Background: an optimization exercise with open tools, aiming at small area and a short achievable clock period. Do not read the settings as production practice. RTL that was checked went through simulation tests only; none was proved equivalent to the original. No functional check of the RTL was part of runs 2 to 4. The flow treats the clock pin as an ideal source. Dropping or thinning the clock tree relies on that and would not hold on a real chip. Power is estimated from default activity; no workload was simulated.

File: flow/run.sh
#!/bin/bash
# The standard layout (standard.sh) with two changes:
#  - buffer_ports puts buf_4 cells on the ports, not the slow clock-delay
#    buffer it picks by default;
#  - after clock tree synthesis, clock_roots.tcl replaces the buffers above
#    the leaf clock buffers by four buffers driven by the clock port.
# Every tool's full output is in orfs/logs/; the whole run is also in run.log.
set -euo pipefail
export BUFFER_PORTS_ARGS="-buffer_cell sky130_fd_sc_hd__buf_4"
export CTS_ARGS="-sink_clustering_enable -repair_clock_nets -sink_clustering_size 24 -sink_clustering_max_diameter 100 -buf_list {sky130_fd_sc_hd__clkbuf_8 sky130_fd_sc_hd__clkbuf_16} -dont_use_dummy_load"
export POST_CTS_TCL="$PWD/flow/clock_roots.tcl"
bash standard.sh finish > run.log 2>&1
File: design.v
module fifo_regs_no_flags #(
    parameter g_WIDTH = 8,   
    parameter g_DEPTH = 32   
)(
    input wire i_rst_sync,                 
    input wire i_clk,                      
    input wire i_wr_en,                    
    input wire [g_WIDTH-1:0] i_wr_data,    
    output wire o_full,                    
    input wire i_rd_en,                    
    output wire [g_WIDTH-1:0] o_rd_data,   
    output wire o_empty                    
);
    localparam NLO = 8;
    localparam NHI = g_DEPTH / NLO;
    reg [g_WIDTH-1:0] r_SR [0:g_DEPTH-2];
    reg [g_WIDTH-1:0] r_WD;
    reg r_WQ;
    reg [g_WIDTH-1:0] r_HEAD;
    reg [NLO-1:0] r_LO;
    reg [NHI-1:0] r_HI;
    reg r_EMPTY;     
    reg r_FULL;      
    reg r_LE1;       
    wire w_WR = i_wr_en && !r_FULL;
    wire w_RD = i_rd_en && !r_EMPTY;
    wire w_UP = w_WR && !w_RD;
    wire w_DN = w_RD && !w_WR;
    wire w_Q0  = r_LO[0] && r_HI[0];
    wire w_Q1  = r_LO[1] && r_HI[0];
    wire w_Q29 = r_LO[NLO-3] && r_HI[NHI-1];
    wire w_Q30 = r_LO[NLO-2] && r_HI[NHI-1];
    wire w_Q31 = r_LO[NLO-1] && r_HI[NHI-1];
    wire w_N1  = r_WQ ? w_Q31 : w_Q0;     
    wire w_N2  = r_WQ ? w_Q0  : w_Q1;     
    wire w_NF1 = r_WQ ? w_Q29 : w_Q30;    
    reg [g_WIDTH-1:0] w_NEXT;
    reg [g_WIDTH-1:0] w_GRP;
    integer g, l;
    always @(*) begin
        w_NEXT = {g_WIDTH{1'b0}};
        for (g = 0; g < NHI; g = g + 1) begin
            w_GRP = {g_WIDTH{1'b0}};
            for (l = 0; l < NLO; l = l + 1)
                w_GRP = w_GRP | ({g_WIDTH{r_LO[l]}} &
                                 ((NLO*g + l == 0) ? r_WD : r_SR[NLO*g + l - 1]));
            w_NEXT = w_NEXT | ({g_WIDTH{r_HI[g]}} & w_GRP);
        end
    end
    integer i;
    always @(posedge i_clk) begin
        r_WD <= i_wr_data;
        if (r_WQ) begin
            r_SR[0] <= r_WD;
            for (i = 1; i < g_DEPTH-1; i = i + 1)
                r_SR[i] <= r_SR[i-1];
        end
        if (r_EMPTY || i_rd_en)
            r_HEAD <= r_LE1 ? i_wr_data : w_NEXT;
    end
    wire [NLO-1:0] w_LO_L = {r_LO[NLO-2:0], r_LO[NLO-1]};    
    wire [NLO-1:0] w_LO_R = {r_LO[0], r_LO[NLO-1:1]};        
    wire [NHI-1:0] w_HI_L = r_LO[NLO-1] ? {r_HI[NHI-2:0], r_HI[NHI-1]} : r_HI;
    wire [NHI-1:0] w_HI_R = r_LO[0]     ? {r_HI[0], r_HI[NHI-1:1]}     : r_HI;
    wire [NLO-1:0] w_LO_RD = r_WQ ? r_LO   : w_LO_R;
    wire [NLO-1:0] w_LO_NR = r_WQ ? w_LO_L : r_LO;
    wire [NHI-1:0] w_HI_RD = r_WQ ? r_HI   : w_HI_R;
    wire [NHI-1:0] w_HI_NR = r_WQ ? w_HI_L : r_HI;
    always @(posedge i_clk) begin
        if (i_rst_sync) begin
            r_WQ    <= 1'b0;
            r_LO    <= {1'b1, {(NLO-1){1'b0}}};
            r_HI    <= {1'b1, {(NHI-1){1'b0}}};
            r_EMPTY <= 1'b1;
            r_FULL  <= 1'b0;
            r_LE1   <= 1'b1;
        end else begin
            r_WQ   <= w_WR;
            r_LO   <= w_RD ? w_LO_RD : w_LO_NR;
            r_HI   <= w_RD ? w_HI_RD : w_HI_NR;
            if (w_UP) begin
                r_EMPTY <= 1'b0;
                r_FULL  <= w_NF1;
                r_LE1   <= r_EMPTY;
            end else if (w_DN) begin
                r_EMPTY <= w_N1;
                r_FULL  <= 1'b0;
                r_LE1   <= w_N1 || w_N2;
            end
        end
    end
    assign o_rd_data = r_HEAD;
    assign o_full    = r_FULL;
    assign o_empty   = r_EMPTY;
endmodule
File: config.mk
export PLATFORM = sky130hd
export DESIGN_NAME = fifo_regs_no_flags
export DESIGN_NICKNAME = fifo_regs_no_flags
export VERILOG_FILES = /design/flow/design.v
export SDC_FILE = /design/flow/constraint.sdc
export NUM_CORES = 4
export LEC_CHECK = 0
export ABC_CLOCK_PERIOD_IN_PS = 1800
export CAP_MARGIN = 20
export CORE_MARGIN = 2
export CORE_UTILIZATION = 40
export CTS_BUF_LIST = sky130_fd_sc_hd__clkbuf_8 sky130_fd_sc_hd__clkbuf_16
export CTS_CLUSTER_DIAMETER = 100
export CTS_CLUSTER_SIZE = 24
export SETUP_SLACK_MARGIN = 2.0
export SLEW_MARGIN = 20
File: flow/clock_roots.tcl
# Run after clock tree synthesis (POST_CTS_TCL).
# TritonCTS leaves a tree: clock port -> root buffer -> middle buffers ->
# leaf buffers -> registers. This keeps the leaf buffers and their registers
# as they are and replaces the buffers above them with NROOT clkbuf_16
# buffers driven by the clock port, each driving the leaf buffers of one
# sector of the die around the leaves' centre. Every register's clock then
# passes through two buffers.
set nroot 4
set block [ord::get_db_block]
set port_net [[$block findBTerm i_clk] getNet]
proc is_clkbuf {inst} { string match "sky130_fd_sc_hd__clkbuf_*" [[$inst getMaster] getName] }
proc loads_of {net} {
  set r {}
  foreach it [$net getITerms] { if {![$it isOutputSignal]} { lappend r $it } }
  return $r
}
# walk the buffer tree from the port
set upper {}
set leaves {}
set frontier [list $port_net]
while {[llength $frontier]} {
  set next {}
  foreach net $frontier {
    foreach it [loads_of $net] {
      set inst [$it getInst]
      if {![is_clkbuf $inst]} { continue }
      set out [[$inst findITerm X] getNet]
      set bufs_only 1
      foreach l [loads_of $out] { if {![is_clkbuf [$l getInst]]} { set bufs_only 0 } }
      if {$bufs_only} { lappend upper $inst; lappend next $out } else { lappend leaves $inst }
    }
  }
  set frontier $next
}
puts "clock_roots: [llength $upper] upper buffers, [llength $leaves] leaf buffers"
if {[llength $leaves] < $nroot} { return }
# remove the upper buffers and their nets
foreach inst $upper {
  set out [[$inst findITerm X] getNet]
  foreach it [$inst getITerms] { $it disconnect }
  odb::dbInst_destroy $inst
  if {[llength [$out getITerms]] == 0} { odb::dbNet_destroy $out }
}
# sectors around the leaves' centre
set sx 0.0; set sy 0.0
foreach inst $leaves { lassign [$inst getLocation] x y; set sx [expr {$sx + $x}]; set sy [expr {$sy + $y}] }
set n [llength $leaves]
set cx [expr {$sx / $n}]; set cy [expr {$sy / $n}]
set keyed {}
foreach inst $leaves {
  lassign [$inst getLocation] x y
  lappend keyed [list [expr {atan2($y - $cy, $x - $cx)}] $inst]
}
set keyed [lsort -real -index 0 $keyed]
set master [[ord::get_db] findMaster sky130_fd_sc_hd__clkbuf_16]
for {set g 0} {$g < $nroot} {incr g} {
  set lo [expr {($g * $n) / $nroot}]
  set hi [expr {(($g + 1) * $n) / $nroot}]
  set group [lrange $keyed $lo [expr {$hi - 1}]]
  set gx 0.0; set gy 0.0
  foreach e $group { lassign [[lindex $e 1] getLocation] x y; set gx [expr {$gx + $x}]; set gy [expr {$gy + $y}] }
  set k [llength $group]
  set inst [odb::dbInst_create $block $master "clkbuf_root_${g}_i_clk"]
  set net [odb::dbNet_create $block "clknet_root_${g}_i_clk"]
  $net setSigType CLOCK
  $inst setLocation [expr {int($gx / $k)}] [expr {int($gy / $k)}]
  $inst setPlacementStatus PLACED
  [$inst findITerm A] connect $port_net
  [$inst findITerm X] connect $net
  foreach e $group { [[lindex $e 1] findITerm A] disconnect; [[lindex $e 1] findITerm A] connect $net }
}
global_connect
detailed_placement
check_placement -verbose
estimate_parasitics -placement
report_clock_latency
File: constraint.sdc
create_clock -name core_clock -period 3.6 [get_ports {i_clk}]
set_input_delay 0.7200 -clock core_clock [delete_from_list [all_inputs] [get_ports {i_clk}]]
set_output_delay 0.7200 -clock core_clock [all_outputs]
set_load 0.01 [all_outputs]
File: standard.sh
#!/bin/bash
# synth_recipe.tcl (not shown) runs the flow's synth.tcl, then flattens the netlist and writes it again
# the make line also repeats each setting of config.mk as NAME=value (left out here)
make -C /OpenROAD-flow-scripts/flow DESIGN_CONFIG=/design/flow/config.mk WORK_HOME=/design/flow/orfs CLKGATE_MAP_FILE= SYNTH_SCRIPT=/design/flow/synth_recipe.tcl "${@:-finish}"
==> results of run 1 <==
[metal layers]
layer	global-route usage	share of wire	up-vias
met5	0	0	-
met4	0.04426	0.021	0
met3	0.02803	0.065	27
met2	0.2538	0.46	241
met1	0.2481	0.46	2930
li1	-	-	2444
[worst paths after layout]
check	start	to	slack (ns)
hold reg to reg	r_WD[2]$_DFF_P_	r_SR[0][2]$_DFFE_PP_	0.44
setup / recovery	r_HEAD[6]$_DFFE_PP_	o_rd_data[6]	1.95
setup reg to reg	r_LO[6]$_SDFFE_PP0P_	r_HEAD[4]$_DFFE_PP_	2.06
hold / removal	r_WD[2]$_DFF_P_	r_SR[0][2]$_DFFE_PP_	0.44
[power breakdown]
group	switching (mW)	total [mW]	internal, mW
registers	0.107	3.81	3.70
logic	0.214	0.359	0.145
clock network	0.903	1.70	0.801
total	1.22	5.87	4.65
[layout make-up, without the clock buffers]
cell class	instances	area [µm²]
timing repair buffer	49	559.3
multi-input combinational	256	1856
fill	2154	13750
sequential	280	8199
tap	330	412.9
buffer	4	100.1
inverter	2	7.507
[cell families (layout without fill, tap and decap cells)]
kind of cell / count (synthesis) / count (layout)
AO/OA/AOI/OAI: 175 / 175
flip-flops: 280 / 280
adder cells (fa/ha/maj): 1 / 1
multiplexers: 9 / 9
XOR/XNOR: 1 / 1
buffers and inverters: 43 / 67
AND/OR/NAND/NOR: 70 / 70
[flip-flops by register name (all words and copies together), names as in the netlist]
register and flops:
r_LE1 1, r_WD 8, r_FULL 1, r_EMPTY 1, r_SR 248, r_HEAD 8, r_HI 4, r_LO 8
r_WQ 1
[per-stage QoR]
stage / util / hold slack [ns]
5_1_grt: 0.4541 / 0.4495
3_3_place_gp: 0.4236 / 0.4156
6_report: 0.4541 / 0.4410
3_5_place_dp: 0.4236 / 0.4217
2_1_floorplan: - / 0.4092
[cells in the mapped netlist, drive strengths merged]
cell,instances
inv,2
edfxtp,256
a21oi,8
nor2b,3
nand4,32
nand2,12
ha,1
a22oi,150
xor2,1
or2,1
nor2,14
buf,35
o31ai,1
nand3b,1
clkbuf,6
a311oi,1
dfxtp,24
o21bai,1
and2,1
nand2b,2
and4bb,1
mux2,4
o21ai,3
mux2i,5
nor3,2
a31oi,10
a211o,1
nand3,1
[worst reg2reg max path, stage by stage, from the launching register on]
cell	delay, ns
dfxtp_4	0.42
buf_4	0.19
a22oi_1	0.16
nand4_1	0.12
a22oi_1	0.19
a31oi_1	0.15
==> impl_results.md, run 1 <==
- Outcome: finished clean
- Kind of end point of the critical path: output pin
- Aggregate negative setup slack: 0 ns
- Number of DRC violations after detailed-routing iteration 0: 664
- Starting density of the core: 0.4062
- Final period utilization: 0.4582
- Logic depth of the worst setup path including buffers: 1
- Worst-path cell with the longest stage delay: edfxtp_1
- VDD IR-drop max: 418.4 µV
- Port Buffer Count: 21
- Post-synthesis instance area: 0.01023 mm²
- Kind of critical path: flop to output pin
- Static leakage: 3.620 nW
- Type of the worst min-delay path: flop to flop
- Share of the synthesized netlist area taken by xor and xnor gates: 0.002691
- Nets in the synthesized netlist: 592
- Design Power: 5.871 mW
- Crit start category: flop
- Worst path setup slack after routing: 1.950 ns
- Clock sinks: 280
- Avg WL per Cell: 23.72 µm
- Cell types occupying the most area after synthesis: edfxtp_1, a22oi_1, dfxtp_1, nand4_1, buf_2
- Final worst clock skew: 0.02096 ns
- Worst reg2reg path depth: 5
- Die X: 163.9 µm
- Non-filler instance count after layout: 933
- Largest net degree at the start of global routing: 88
- Final hold violations: 0
- Synth unique cells: 35
- Cell family contributing the most delay on the critical path: flip-flops
- Worst slack, placed: 1.475 ns
- Maximum fanout count along the critical path: 1
- Most common cell after layout, fill and taps aside: edfxtp_1
- Syn avg cell area: 17.67 µm²
- Cell breakdown of the critical path: buf_6
- Antenna cell count: 0
- Crit-path max cell delay: 0.46 ns
- Number of antenna violations at the first check in global routing: 0
- Hold Crit Depth: 0
- Number of maximum-capacitance violations: 0
- Worst path required time: 2.88 ns
- Arrival @ worst endpoint: 0.93 ns
- Post-placement cell count: 901
- Share of the synthesized area in compound gates (AO/OA/AOI/OAI): 0.1262
- Core footprint: 0.02518 mm²
- Clock network latency to the later pin of the worst-skew pair: 0.30 ns
- Half-perimeter wire length after detailed placement: 11740 µm
- Final Max Tran Viols: 0
- Power density over the cells: 513.4 mW/mm²
- Pre-antenna DRT Iters: 5
- Number of global-route vias before repair: 5462
- RSZ-0062 raised after global routing: yes
- Layout cell share with drive strength beyond 1: 0.1575
- Portion of synthesized cell area occupied by the leading cell type: 0.7515
- Vias: 5642
- CP Buf/Inv Count: 1
- Standard-cell rows: 58
- Number of nets still failing antenna checks after routing: 0
- Fmax achieved: 606.2 MHz
- Main combinational cell family by area after synthesis: compound AO/OA/AOI/OAI gates
- Number of warnings printed during yosys synthesis: 2
- Global-route wire length before repair: 33490 µm
- Min cycle time layout: 1.650 ns
- Die Span Y: 163.9 µm
- Cell type with the highest aggregate area in the netlist: edfxtp_1
- Area share of fa/ha/maj cells after synthesis: 0.001223
- Full die area: 0.02687 mm²
- Multiplexer area fraction after synthesis: 0.009295
- GPL Wtd Cong: 0.7496
- Via density per instance: 6.047
- Instance count of the mapped netlist: 579
- Least-Margin Pin Slew: 0.7989 ns
- Nets@finish: 621
- Top library cells by usage in the layout, fill and taps aside: edfxtp_1, a22oi_1, nand4_1, buf_4, clkbuf_16
- Part of the Yosys area used for sequential elements: 0.7984
- Routed WL: 22130 µm
- Placed standard-cell area: 0.01067 mm²
- DRC errors left: 0
- Total congestion overflow: 0
- Post-route standard cell area excluding fillers: 0.01143 mm²
- Total global routing track utilization: 0.1662
- Synthesis-stage register bit count: 280
- Clk slew on worst S/H paths: 0.09 ns
- Final count of negative-setup-slack endpoints: 0
- Boundary pin count: 22
- Max-slew headroom: 0.4667
- Layout Area Growth over Synthesis: 11.78%
- Simple-gate portion of the synthesized area: 0.03804
==> inputs of run 2 (changes only) <==
--- a/design.v
+++ b/design.v
@@ -14,5 +14,5 @@
     localparam NLO = 8;
     localparam NHI = g_DEPTH / NLO;
-    reg [g_WIDTH-1:0] r_SR [0:g_DEPTH-2];
+    reg [g_WIDTH-1:0] r_SR [0:g_DEPTH-3];
     reg [g_WIDTH-1:0] r_WD;
     reg r_WQ;
@@ -32,4 +32,5 @@
     wire w_Q30 = r_LO[NLO-2] && r_HI[NHI-1];
     wire w_Q31 = r_LO[NLO-1] && r_HI[NHI-1];
+    wire w_SHIFT = r_WQ && !w_Q30;
     wire w_N1  = r_WQ ? w_Q31 : w_Q0;     
     wire w_N2  = r_WQ ? w_Q0  : w_Q1;     
@@ -43,6 +44,7 @@
             w_GRP = {g_WIDTH{1'b0}};
             for (l = 0; l < NLO; l = l + 1)
-                w_GRP = w_GRP | ({g_WIDTH{r_LO[l]}} &
-                                 ((NLO*g + l == 0) ? r_WD : r_SR[NLO*g + l - 1]));
+                if (NLO*g + l < g_DEPTH-1)
+                    w_GRP = w_GRP | ({g_WIDTH{r_LO[l]}} &
+                                     ((NLO*g + l == 0) ? r_WD : r_SR[NLO*g + l - 1]));
             w_NEXT = w_NEXT | ({g_WIDTH{r_HI[g]}} & w_GRP);
         end
@@ -50,8 +52,9 @@
     integer i;
     always @(posedge i_clk) begin
-        r_WD <= i_wr_data;
-        if (r_WQ) begin
+        if (!r_WQ || w_SHIFT)
+            r_WD <= i_wr_data;
+        if (w_SHIFT) begin
             r_SR[0] <= r_WD;
-            for (i = 1; i < g_DEPTH-1; i = i + 1)
+            for (i = 1; i < g_DEPTH-2; i = i + 1)
                 r_SR[i] <= r_SR[i-1];
         end
@@ -63,8 +66,8 @@
     wire [NHI-1:0] w_HI_L = r_LO[NLO-1] ? {r_HI[NHI-2:0], r_HI[NHI-1]} : r_HI;
     wire [NHI-1:0] w_HI_R = r_LO[0]     ? {r_HI[0], r_HI[NHI-1:1]}     : r_HI;
-    wire [NLO-1:0] w_LO_RD = r_WQ ? r_LO   : w_LO_R;
-    wire [NLO-1:0] w_LO_NR = r_WQ ? w_LO_L : r_LO;
-    wire [NHI-1:0] w_HI_RD = r_WQ ? r_HI   : w_HI_R;
-    wire [NHI-1:0] w_HI_NR = r_WQ ? w_HI_L : r_HI;
+    wire [NLO-1:0] w_LO_RD = w_SHIFT ? r_LO   : w_LO_R;
+    wire [NLO-1:0] w_LO_NR = w_SHIFT ? w_LO_L : r_LO;
+    wire [NHI-1:0] w_HI_RD = w_SHIFT ? r_HI   : w_HI_R;
+    wire [NHI-1:0] w_HI_NR = w_SHIFT ? w_HI_L : r_HI;
     always @(posedge i_clk) begin
         if (i_rst_sync) begin
@@ -76,5 +79,5 @@
             r_LE1   <= 1'b1;
         end else begin
-            r_WQ   <= w_WR;
+            r_WQ   <= w_WR || (r_WQ && !w_SHIFT);
             r_LO   <= w_RD ? w_LO_RD : w_LO_NR;
             r_HI   <= w_RD ? w_HI_RD : w_HI_NR;
==> flow/run.sh (replaced) <==
#!/bin/bash
# The standard layout (standard.sh) with two changes:
#  - buffer_ports puts buf_2 cells on the ports, not the slow clock-delay
#    buffer it picks by default;
#  - after clock tree synthesis, clock_roots.tcl replaces the buffers above
#    the leaf clock buffers by four buffers driven by the clock port.
# Every tool's full output is in orfs/logs/; the whole run is also in run.log.
set -euo pipefail
export BUFFER_PORTS_ARGS="-buffer_cell sky130_fd_sc_hd__buf_2"
export CTS_ARGS="-sink_clustering_enable -repair_clock_nets -sink_clustering_size 24 -sink_clustering_max_diameter 100 -buf_list {sky130_fd_sc_hd__clkbuf_8 sky130_fd_sc_hd__clkbuf_16} -dont_use_dummy_load"
export POST_CTS_TCL="$PWD/flow/clock_roots.tcl"
bash standard.sh finish > run.log 2>&1
--- a/flow/clock_roots.tcl
+++ b/flow/clock_roots.tcl
@@ -2,9 +2,10 @@
 # TritonCTS leaves a tree: clock port -> root buffer -> middle buffers ->
 # leaf buffers -> registers. This keeps the leaf buffers and their registers
-# as they are and replaces the buffers above them with NROOT clkbuf_16
+# as they are and replaces the buffers above them with NROOT clkbuf_8
 # buffers driven by the clock port, each driving the leaf buffers of one
 # sector of the die around the leaves' centre. Every register's clock then
 # passes through two buffers.
 set nroot 4
+set bufcell sky130_fd_sc_hd__clkbuf_8
 set block [ord::get_db_block]
 set port_net [[$block findBTerm i_clk] getNet]
@@ -53,5 +54,5 @@
 }
 set keyed [lsort -real -index 0 $keyed]
-set master [[ord::get_db] findMaster sky130_fd_sc_hd__clkbuf_16]
+set master [[ord::get_db] findMaster $bufcell]
 for {set g 0} {$g < $nroot} {incr g} {
   set lo [expr {($g * $n) / $nroot}]
==> impl_results.md, run 2 <==
- Global-route wire length before repair: 35160 µm (+5.0%)
- Cell type with the highest aggregate area in the netlist: edfxtp_1
- CP Buf/Inv Count: 1 (unchanged)
- Die Span Y: 161.7 µm (-1.3%)
- Total global routing track utilization: 0.1772 (+0.01100)
- Fmax achieved: 592.2 MHz (-2.3%)
- Die X: 161.7 µm (-1.3%)
- Hold Crit Start: r_SR[20][0]$_DFFE_PP_
- Static leakage: 3.672 nW (+1.4%)
- Worst-path cell with the longest stage delay: edfxtp_1
- Type of the worst min-delay path: flop to flop
- Launch point of the critical path: r_HEAD[3]$_DFFE_PP_
- Min cycle time layout: 1.689 ns (+0.03885 ns)
- Most repeated cell in the gate-level netlist after synthesis: edfxtp_1
- Final Max Tran Viols: 0 (unchanged)
- Power density over the cells: 504.2 mW/mm² (-1.8%)
- Full die area: 0.02616 mm² (-2.6%)
- Final period utilization: 0.4690 (+0.01079)
- Cell breakdown of the critical path: buf_2
- Top_reg_cell synth: edfxtp_1
- Number of nets still failing antenna checks after routing: 0 (unchanged)
- Layout Area Growth over Synthesis: 16.71%
- Final hold violations: 0 (unchanged)
- Kind of end point of the critical path: output pin
- Portion of synthesized cell area occupied by the leading cell type: 0.7724 (+0.02097)
- Outcome: finished clean
- Syn avg cell area: 17.46 µm² (-1.2%)
- Ys async rst share: 0 (unchanged)
- Via density per instance: 6.118 (+1.2%)
- Arrival @ worst endpoint: 0.97 ns (+0.04 ns)
- Number of maximum-capacitance violations: 0 (unchanged)
- Layout cell share with drive strength beyond 1: 0.2350 (+0.07746)
- Crit start category: flop
- Boundary pin count: 22 (unchanged)
- Antenna cell count: 0 (unchanged)
- Maximum fanout count along the critical path: 1 (unchanged)
- Least-Margin Pin Slew: 0.8697 ns (+0.07081 ns)
- Largest net degree at the start of global routing: 123 (+40%)
- Total congestion overflow: 0 (unchanged)
- Standard-cell rows: 57 (-1.7%)
- RSZ-0062 raised after global routing: yes
- Number of warnings printed during yosys synthesis: 2 (unchanged)
- Most common cell after layout, fill and taps aside: edfxtp_1
- Number of antenna violations at the first check in global routing: 0 (unchanged)
- Nets@finish: 635 (+2.3%)
- Number of DRC violations after detailed-routing iteration 0: 568 (-14%)
- VDD IR-drop max: 404.1 µV (-3.4%)
- Post-layout util: 0.4762 (+0.02211)
- Instance count of the mapped netlist: 570 (-1.6%)
- Final-layout worst hold slack: 0.4290 ns (-0.01208 ns)
- Part of the Yosys area used for sequential elements: 0.8046 (+0.006192)
- Avg WL per Cell: 24.83 µm (+4.7%)
- Max-slew headroom: 0.4194 (-0.04728)
- Worst path required time: 2.88 ns (about the same)
- Aggregate negative setup slack: 0 ns (unchanged)
- Clk slew on worst S/H paths: 0.10 ns (about the same)
- Post-synthesis instance area: 0.009952 mm² (-2.7%)
- Placed standard-cell area: 0.01047 mm² (-1.9%)
- DRC errors left: 0 (unchanged)
- Port Buffer Count: 21 (unchanged)
- Register bank with the most flops: r_SR
- Synth top cells by count: edfxtp_1, a22oi_1, nand4_1
- Core footprint: 0.02439 mm² (-3.1%)
- Synthesis-stage register bit count: 272 (-2.9%)
- EDFF count, synth: 256 (unchanged)
- Routed WL: 23360 µm (+5.6%)
- Starting density of the core: 0.4080 (+0.001782)
- Vias: 5757 (+2.0%)
- Crit-path max cell delay: 0.46 ns (about the same)
- Fillers: 2069 (-3.9%)
- Final count of negative-setup-slack endpoints: 0 (unchanged)
- Launch point of the worst reg-to-reg path: r_LO[0]$_SDFFE_PP0P_
- Pre-antenna DRT Iters: 5 (unchanged)
- Clock network latency to the later pin of the worst-skew pair: 0.33 ns (+0.03 ns)
- Final worst clock skew: 0.04461 ns (+0.02365 ns)
- Cell family contributing the most delay on the critical path: flip-flops
- Max reg flops: 240 (-3.2%)
- Number of global-route vias before repair: 5791 (+6.0%)
- Post-route standard cell area excluding fillers: 0.01161 mm² (+1.6%)
- Synth unique cells: 35 (unchanged)
- Top library cells by usage in the layout, fill and taps aside: edfxtp_1, a22oi_1, a22oi_2, nand4_1, buf_4
- GPL Wtd Cong: 0.7805 (+4.1%)
- Cell types occupying the most area after synthesis: edfxtp_1, a22oi_1, dfxtp_1, nand4_1, buf_2
- Design Power: 5.856 mW (-0.26%)
- Half-perimeter wire length after detailed placement: 11880 µm (+1.2%)
- Nets in the synthesized netlist: 583 (-1.5%)
- Kind of critical path: flop to output pin
- Clock sinks: 272 (-2.9%)
## run 2: cell types whose count changed after synthesis, sizes merged, moves of 6 or more
cell    before  now
clkbuf       6   15
a222oi       0    8
nand3        1   11
a22oi      150  134
buf         35   23
nor3         2    8
dfxtp       24   16
nand4       32   24
## run 2: where the power goes
part / leakage (nW) / total [mW] / switching, mW / internal [mW]
Combinational: 0.944 / 0.472 / 0.293 / 0.178
Sequential: 2.55 / 3.80 / 0.130 / 3.67
Clock: 0.177 / 1.59 / 0.884 / 0.702
## run 2: final cells by class, without the clock buffers
type / count / area, µm² / area share
multi-input combinational: 254 / 1981 / 0.1705
timing repair buffer: 66 / 714.4 / 0.06151
inverter: 6 / 56.30 / 0.004848
sequential: 272 / 8045 / 0.6927
tap: 324 / 405.4 / 0.03490
buffer: 4 / 55.05 / 0.004740
timing repair inverter: 3 / 57.56 / 0.004955
## run 2: logic make-up (layout without fill, tap and decap cells)
| family | after synthesis | after routing | share of synthesized area |
|---|---|---|---|
| AND/OR/NAND/NOR | 79 | 79 | 0.04149 |
| AO/OA/AOI/OAI | 172 | 172 | 0.1297 |
| multiplexers | 1 | 1 | 0.001006 |
| adder cells (fa/ha/maj) | 1 | 1 | 0.001257 |
| buffers and inverters | 44 | 91 | 0.02024 |
| flip-flops | 272 | 272 | 0.8046 |
| XOR/XNOR | 1 | 1 | 0.001635 |
## run 2: final timing paths
path	end	slack [ns]	cells after the start
setup / recovery	o_rd_data[3]	1.91	1
hold / removal	r_SR[21][0]$_DFFE_PP_	0.43	0
setup reg to reg	r_HEAD[0]$_DFFE_PP_	1.96	6
hold reg to reg	r_SR[21][0]$_DFFE_PP_	0.43	0
## run 2: per-stage QoR
step / cells / worst slack [ns]
floorplan: 570 / 1.896
global placement: 888 / 1.343
detailed placement: 888 / 1.306
global route: 941 / 1.856
finish: 941 / 1.911
## run 2: per-layer routing
metal / share of wire / global-route usage / up-vias
met5: 0 / 0 / -
met4: 0.036 / 0.06315 / 0
met3: 0.064 / 0.03192 / 65
met2: 0.47 / 0.2784 / 259
met1: 0.43 / 0.2509 / 2973
li1: - / - / 2460
==> inputs of run 3 (changes only) <==
--- a/config.mk
+++ b/config.mk
@@ -9,5 +9,5 @@
 export CAP_MARGIN = 20
 export CORE_MARGIN = 2
-export CORE_UTILIZATION = 40
+export CORE_UTILIZATION = 55
 export CTS_BUF_LIST = sky130_fd_sc_hd__clkbuf_8 sky130_fd_sc_hd__clkbuf_16
 export CTS_CLUSTER_DIAMETER = 100
==> impl_results.md, run 3 <==
- Outcome: finished clean
- Synth top cells by count: edfxtp_1, a22oi_1, nand4_1
- Arrival @ worst endpoint: 0.94 ns (-0.03 ns)
- Pre-antenna DRT Iters: 5 (unchanged)
- Core footprint: 0.01784 mm² (-27%)
- Register bank with the most flops: r_SR
- Die X: 138.5 µm (-14%)
- Clock sinks: 272 (unchanged)
- EDFF count, synth: 256 (unchanged)
- Aggregate negative setup slack: 0 ns (unchanged)
- Starting density of the core: 0.5578 (+0.1498)
- Layout cell share with drive strength beyond 1: 0.2226 (-0.01243)
- Most repeated cell in the gate-level netlist after synthesis: edfxtp_1
- Cell breakdown of the critical path: buf_2
- Number of antenna violations at the first check in global routing: 0 (unchanged)
- Port Buffer Count: 21 (unchanged)
- Post-synthesis instance area: 0.009952 mm² (unchanged)
- Crit-path max cell delay: 0.45 ns (about the same)
- Routed WL: 22960 µm (-1.7%)
- Crit start category: flop
- Least-Margin Pin Slew: 0.9995 ns (+0.1298 ns)
- Total global routing track utilization: 0.2344 (+0.05715)
- Via density per instance: 6.753 (+10%)
- Portion of synthesized cell area occupied by the leading cell type: 0.7724 (unchanged)
- Most common cell after layout, fill and taps aside: edfxtp_1
- Layout Area Growth over Synthesis: 14.26%
- Instance count of the mapped netlist: 570 (unchanged)
- Top_reg_cell synth: edfxtp_1
- Kind of end point of the critical path: output pin
- Worst path required time: 2.88 ns (about the same)
- Nets@finish: 638 (+0.47%)
- Clock network latency to the later pin of the worst-skew pair: 0.33 ns (about the same)
- Standard-cell rows: 49 (-14%)
- Ys async rst share: 0 (unchanged)
- Cell family contributing the most delay on the critical path: flip-flops
- Full die area: 0.01919 mm² (-27%)
- Boundary pin count: 22 (unchanged)
- Cell type with the highest aggregate area in the netlist: edfxtp_1
- Cell types occupying the most area after synthesis: edfxtp_1, a22oi_1, dfxtp_1, nand4_1, buf_2
- Vias: 5733 (-0.42%)
- Power density over the cells: 512.9 mW/mm² (+1.7%)
- Final Max Tran Viols: 0 (unchanged)
- CP Buf/Inv Count: 1 (unchanged)
- Part of the Yosys area used for sequential elements: 0.8046 (unchanged)
- Number of nets still failing antenna checks after routing: 0 (unchanged)
- Avg WL per Cell: 27.04 µm (+8.9%)
- Kind of critical path: flop to output pin
- Type of the worst min-delay path: flop to flop
- Number of DRC violations after detailed-routing iteration 0: 685 (+21%)
- Static leakage: 3.661 nW (-0.30%)
- Max-slew headroom: 0.3327 (-0.08667)
- Worst slack, placed: 1.357 ns (+0.05061 ns)
- Fmax achieved: 603.8 MHz (+2.0%)
- Number of maximum-capacitance violations: 0 (unchanged)
- Final period utilization: 0.4600 (-0.009000)
- Synth unique cells: 35 (unchanged)
- Min cycle time layout: 1.656 ns (-0.03240 ns)
- Clk slew on worst S/H paths: 0.10 ns (about the same)
- Syn avg cell area: 17.46 µm² (unchanged)
- Largest net degree at the start of global routing: 123 (unchanged)
- Final hold violations: 0 (unchanged)
- DRC errors left: 0 (unchanged)
- RSZ-0062 raised after global routing: yes
- VDD IR-drop max: 379.1 µV (-6.2%)
- Final worst clock skew: 0.04987 ns (+0.005256 ns)
- Global-route wire length before repair: 34190 µm (-2.7%)
- GPL Wtd Cong: 0.7540 (-3.4%)
- Top library cells by usage in the layout, fill and taps aside: edfxtp_1, a22oi_1, buf_4, nand4_1, a22oi_2
- Number of warnings printed during yosys synthesis: 2 (unchanged)
- Maximum fanout count along the critical path: 1 (unchanged)
- Worst path setup slack after routing: 1.944 ns (+0.03240 ns)
- Half-perimeter wire length after detailed placement: 11640 µm (-2.1%)
- Synthesis-stage register bit count: 272 (unchanged)
- Final count of negative-setup-slack endpoints: 0 (unchanged)
- Worst-path cell with the longest stage delay: edfxtp_1
- Max reg flops: 240 (unchanged)
- Nets in the synthesized netlist: 583 (unchanged)
- Die Span Y: 138.5 µm (-14%)
- Total congestion overflow: 0 (unchanged)
- Antenna cell count: 0 (unchanged)
- Number of global-route vias before repair: 5601 (-3.3%)
run 3: kinds of logic after synthesis:
logic type | count (synthesis) | share of synthesized area
xor gates and xnor gates | 1 | 0.001635
buffers and inverters | 44 | 0.02024
AOI/OAI and AO/OA | 172 | 0.1297
and+or+nand+nor | 79 | 0.04149
adders and majority gates | 1 | 0.001257
muxes | 1 | 0.001006
DFF | 272 | 0.8046
run 3: layer usage:
metal / track usage / share of wire
met1: 0.3540 / 0.44
met2: 0.3632 / 0.47
met3: 0.04018 / 0.072
met4: 0.05800 / 0.020
met5: 0 / 0
run 3: final timing paths:
kind                         startpoint                    end  slack (ns)  depth (start not counted)
setup / recovery    r_HEAD[2]$_DFFE_PP_           o_rd_data[2]        1.94                          1
hold reg to reg   r_SR[28][6]$_DFFE_PP_  r_SR[29][6]$_DFFE_PP_        0.40                          0
hold / removal    r_SR[28][6]$_DFFE_PP_  r_SR[29][6]$_DFFE_PP_        0.40                          0
setup reg to reg   r_LO[2]$_SDFFE_PP0P_    r_HEAD[0]$_DFFE_PP_        1.95                          6
run 3: stage by stage:
| step | hold slack [ns] | utilization | cell area [µm²] | cells | power, mW |
|---|---|---|---|---|---|
| after global routing | 0.4151 | 0.6374 | 11370 | 849 | 6.014 |
| after floorplan | 0.4260 | - | 10050 | 570 | 4.063 |
| after detailed placement | 0.4338 | 0.5805 | 10360 | 791 | 4.235 |
| after global placement | 0.4284 | 0.5805 | 10360 | 791 | 4.222 |
| final | 0.3990 | 0.6374 | 11370 | 849 | 5.832 |
run 3: power by group:
part | switching (mW) | total [mW] | internal (mW)
Sequential | 0.123 | 3.79 | 3.67
Clock | 0.886 | 1.59 | 0.703
Combinational | 0.293 | 0.453 | 0.160
run 3: final cells by class, without the clock buffers:
cell class | count | area (µm²)
Inverter | 6 | 56.30
Sequential cell | 272 | 8041
Fill cell | 1249 | 6470
Tap cell | 229 | 286.5
Multi-Input combinational cell | 254 | 1932
Timing Repair inverter | 3 | 57.56
Timing Repair Buffer | 69 | 641.9
Buffer | 4 | 55.05
==> inputs of run 4 (changes only) <==
--- a/config.mk
+++ b/config.mk
@@ -9,8 +9,8 @@
 export CAP_MARGIN = 20
 export CORE_MARGIN = 2
-export CORE_UTILIZATION = 55
+export CORE_UTILIZATION = 40
 export CTS_BUF_LIST = sky130_fd_sc_hd__clkbuf_8 sky130_fd_sc_hd__clkbuf_16
 export CTS_CLUSTER_DIAMETER = 100
 export CTS_CLUSTER_SIZE = 24
-export SETUP_SLACK_MARGIN = 2.0
+export SETUP_SLACK_MARGIN = 1.95
 export SLEW_MARGIN = 20
==> impl_results.md, run 4 <==
- Outcome: finished clean
- Clock sinks: 272 (unchanged)
- Number of antenna violations at the first check in global routing: 0 (unchanged)
- Via density per instance: 6.278 (-7.0%)
- Power density over the cells: 506.3 mW/mm² (-1.3%)
- Final Max Tran Viols: 0 (unchanged)
- Most repeated cell in the gate-level netlist after synthesis: edfxtp_1
- Full die area: 0.02616 mm² (+36%)
- DRC errors left: 0 (unchanged)
- Final count of negative-setup-slack endpoints: 0 (unchanged)
- Synthesis-stage register bit count: 272 (unchanged)
- VDD IR-drop max: 284.0 µV (-25%)
- Top library cells by usage in the layout, fill and taps aside: edfxtp_1, a22oi_1, nand4_1, buf_4, a22oi_2
- Syn avg cell area: 17.46 µm² (unchanged)
- EDFF count, synth: 256 (unchanged)
- Max reg flops: 240 (unchanged)
- Pre-antenna DRT Iters: 5 (unchanged)
- Core footprint: 0.02439 mm² (+37%)
- Number of maximum-capacitance violations: 0 (unchanged)
- Cell type with the highest aggregate area in the netlist: edfxtp_1
- Antenna cell count: 0 (unchanged)
- Hold Crit Depth: 0 (unchanged)
- Die Span Y: 161.7 µm (+17%)
- Number of DRC violations after detailed-routing iteration 0: 803 (+17%)
- Fmax achieved: 580.7 MHz (-3.8%)
- Worst-path cell with the longest stage delay: dfxtp_4
- Total congestion overflow: 0 (unchanged)
- Crit-path max cell delay: 0.38 ns (-0.07 ns)
- Number of global-route vias before repair: 5786 (+3.3%)
- Number of nets still failing antenna checks after routing: 0 (unchanged)
- Maximum fanout count along the critical path: 9 (+8)
- Nets@finish: 633 (-0.78%)
- Synth unique cells: 35 (unchanged)
- Part of the Yosys area used for sequential elements: 0.8046 (unchanged)
- Min cycle time layout: 1.722 ns (+0.06589 ns)
- Placed standard-cell area: 0.01046 mm² (+1.0%)
- Global-route wire length before repair: 35250 µm (+3.1%)
- Post-layout util: 0.4714 (-0.1660)
- Synth top cells by count: edfxtp_1, a22oi_1, nand4_1
- Instance count of the mapped netlist: 570 (unchanged)
- Layout cell share with drive strength beyond 1: 0.2114 (-0.01120)
- Kind of critical path: flop to flop
- Arrival @ worst endpoint: 1.75 ns (+0.81 ns)
- Boundary pin count: 22 (unchanged)
- Register bank with the most flops: r_SR
- Largest net degree at the start of global routing: 104 (-15%)
- Worst path required time: 3.62 ns (+0.74 ns)
- Final period utilization: 0.4783 (+0.01830)
- Least-Margin Pin Slew: 1.011 ns (+0.01165 ns)
- Crit start category: flop
- Port Buffer Count: 21 (unchanged)
- Top_reg_cell synth: edfxtp_1
- Design Power: 5.821 mW (-0.19%)
- GPL Wtd Cong: 0.7645 (+1.4%)
- Portion of synthesized cell area occupied by the leading cell type: 0.7724 (unchanged)
- Type of the worst min-delay path: flop to flop
- Avg WL per Cell: 25.54 µm (-5.5%)
- Reg-to-reg setup timing slack: 1.88 ns (-0.07 ns)
- Nets in the synthesized netlist: 583 (unchanged)
- Vias: 5895 (+2.8%)
- Kind of end point of the critical path: flop
- Starting density of the core: 0.4080 (-0.1498)
- Post-synthesis instance area: 0.009952 mm² (unchanged)
- Clk slew on worst S/H paths: 0.09 ns (about the same)
- Number of warnings printed during yosys synthesis: 2 (unchanged)
- Post-route standard cell area excluding fillers: 0.01150 mm² (+1.1%)
- Half-perimeter wire length after detailed placement: 12250 µm (+5.2%)
- Final hold violations: 0 (unchanged)
- RSZ-0062 raised after global routing: yes
- Cell breakdown of the critical path: buf_12, buf_6, a22oi_1, nand4_1, a22oi_2, a31oi_2
- Static leakage: 3.647 nW (-0.37%)
- Most common cell after layout, fill and taps aside: edfxtp_1
- Max-slew headroom: 0.3250 (-0.007777)
- Layout Area Growth over Synthesis: 15.53%
- Worst reg2reg path depth: 6 (unchanged)
- Final worst clock skew: 0.05321 ns (+0.003343 ns)
- Standard-cell rows: 57 (+16%)
- Routed WL: 23990 µm (+4.5%)
- Clock network latency to the later pin of the worst-skew pair: 0.32 ns (about the same)
- Ys async rst share: 0 (unchanged)
- Aggregate negative setup slack: 0 ns (unchanged)
- Die X: 161.7 µm (+17%)
- Total global routing track utilization: 0.1787 (-0.05568)
- Cell types occupying the most area after synthesis: edfxtp_1, a22oi_1, dfxtp_1, nand4_1, buf_2
run 4: cell types whose count changed in the layout (fill, tap and decap cells not counted), sizes merged:
cell	change
clkinv	-1
inv	+2
bufbuf	+3
buf	-9
run 4: area by class of cell, without the clock buffers:
type / instances / area (µm²)
Buffer: 4 / 55.05
Fill cell: 2051 / 12890
Inverter: 6 / 56.30
Multi-Input combinational cell: 254 / 1912
Sequential cell: 272 / 8045
Tap cell: 324 / 405.4
Timing Repair Buffer: 63 / 664.4
Timing Repair inverter: 4 / 58.81
run 4: per-stage QoR:
step | setup slack, ns | hold WS (ns) | std cells
3_5_place_dp | 1.378 | 0.4348 | 888
2_1_floorplan | 1.896 | 0.4260 | 570
5_1_grt | 1.785 | 0.4023 | 939
3_3_place_gp | 1.456 | 0.4298 | 888
6_report | 1.878 | 0.4022 | 939
run 4: critical path, delay by kind of cell, from the launching register on:
| kind | cells | cell delay (ns) |
|---|---|---|
| AO/OA/AOI/OAI | 3 | 0.58 |
| flip-flops | 1 | 0.38 |
| buffers and inverters | 2 | 0.31 |
| AND/OR/NAND/NOR | 1 | 0.16 |
run 4: power breakdown:
| group | internal [mW] | total [mW] | switching (mW) |
|---|---|---|---|
| combinational | 0.160 | 0.439 | 0.279 |
| clock | 0.702 | 1.57 | 0.869 |
| sequential | 3.67 | 3.81 | 0.144 |
run 4: final timing paths:
path                    startpoint               endpoint
max reg2reg   r_LO[2]$_SDFFE_PP0P_    r_HEAD[6]$_DFFE_PP_
min          r_SR[13][0]$_DFFE_PP_  r_SR[14][0]$_DFFE_PP_
max           r_LO[2]$_SDFFE_PP0P_    r_HEAD[6]$_DFFE_PP_
min reg2reg  r_SR[13][0]$_DFFE_PP_  r_SR[14][0]$_DFFE_PP_
run 4: cell families after synthesis:
logic type      Yosys count  synth area share
flops                   272            0.8046
compound gates          172            0.1297
simple gates             79           0.04149
buf+inv                  44           0.02024
xor+xnor                  1          0.001635
mux                       1          0.001006
fa+ha+maj                 1          0.001257
run 4: layer usage:
layer  GRT usage  vias up  part of all wire
met5           0        -                 0
met4     0.05430        0             0.020
met3     0.03141       34             0.098
met2      0.2749      354              0.46
met1      0.2628     3042              0.42
li1            -     2465                 -

## static timing again, ports no longer ideal
How much do the figures lean on ideal ports? The routed layouts below were timed once more, with nothing changed but the port constraints.
Step 1 sets driving cells, clkbuf_16 on the clock port and buf_2 on the other inputs (assumed; they add their load-dependent delay and slew).
Step 2 adds t to the input delays and takes it off the output delays; t is the mean of the earliest and latest rising clock arrival at the registers after step 1. Input paths then give back, and output paths get back, about the clock's delay inside the block.
a / b / c = ideal ports / drivers / drivers and shift; a / b = the first two.
run	t, ns	setup WS [ns]	worst hold slack (ns)	worst setup path at the end	clock arrival spread, ns
run 1	0.395	1.950 / 1.850 / 1.831	0.441 / 0.441 / 0.441	input to register	0.028 / 0.028
run 2	0.389	1.911 / 1.830 / 1.784	0.429 / 0.429 / 0.429	input to register	0.046 / 0.045
run 3	0.387	1.944 / 1.863 / 1.730	0.399 / 0.399 / 0.399	input to register	0.050 / 0.050
run 4	0.375	1.878 / 1.850 / 1.743	0.402 / 0.402 / 0.402	input to register	0.059 / 0.058
After both steps every run listed still meets setup and hold. The setup slack of run 3, which loses most, moves by -0.081 ns with the drivers and by -0.214 ns with both steps.
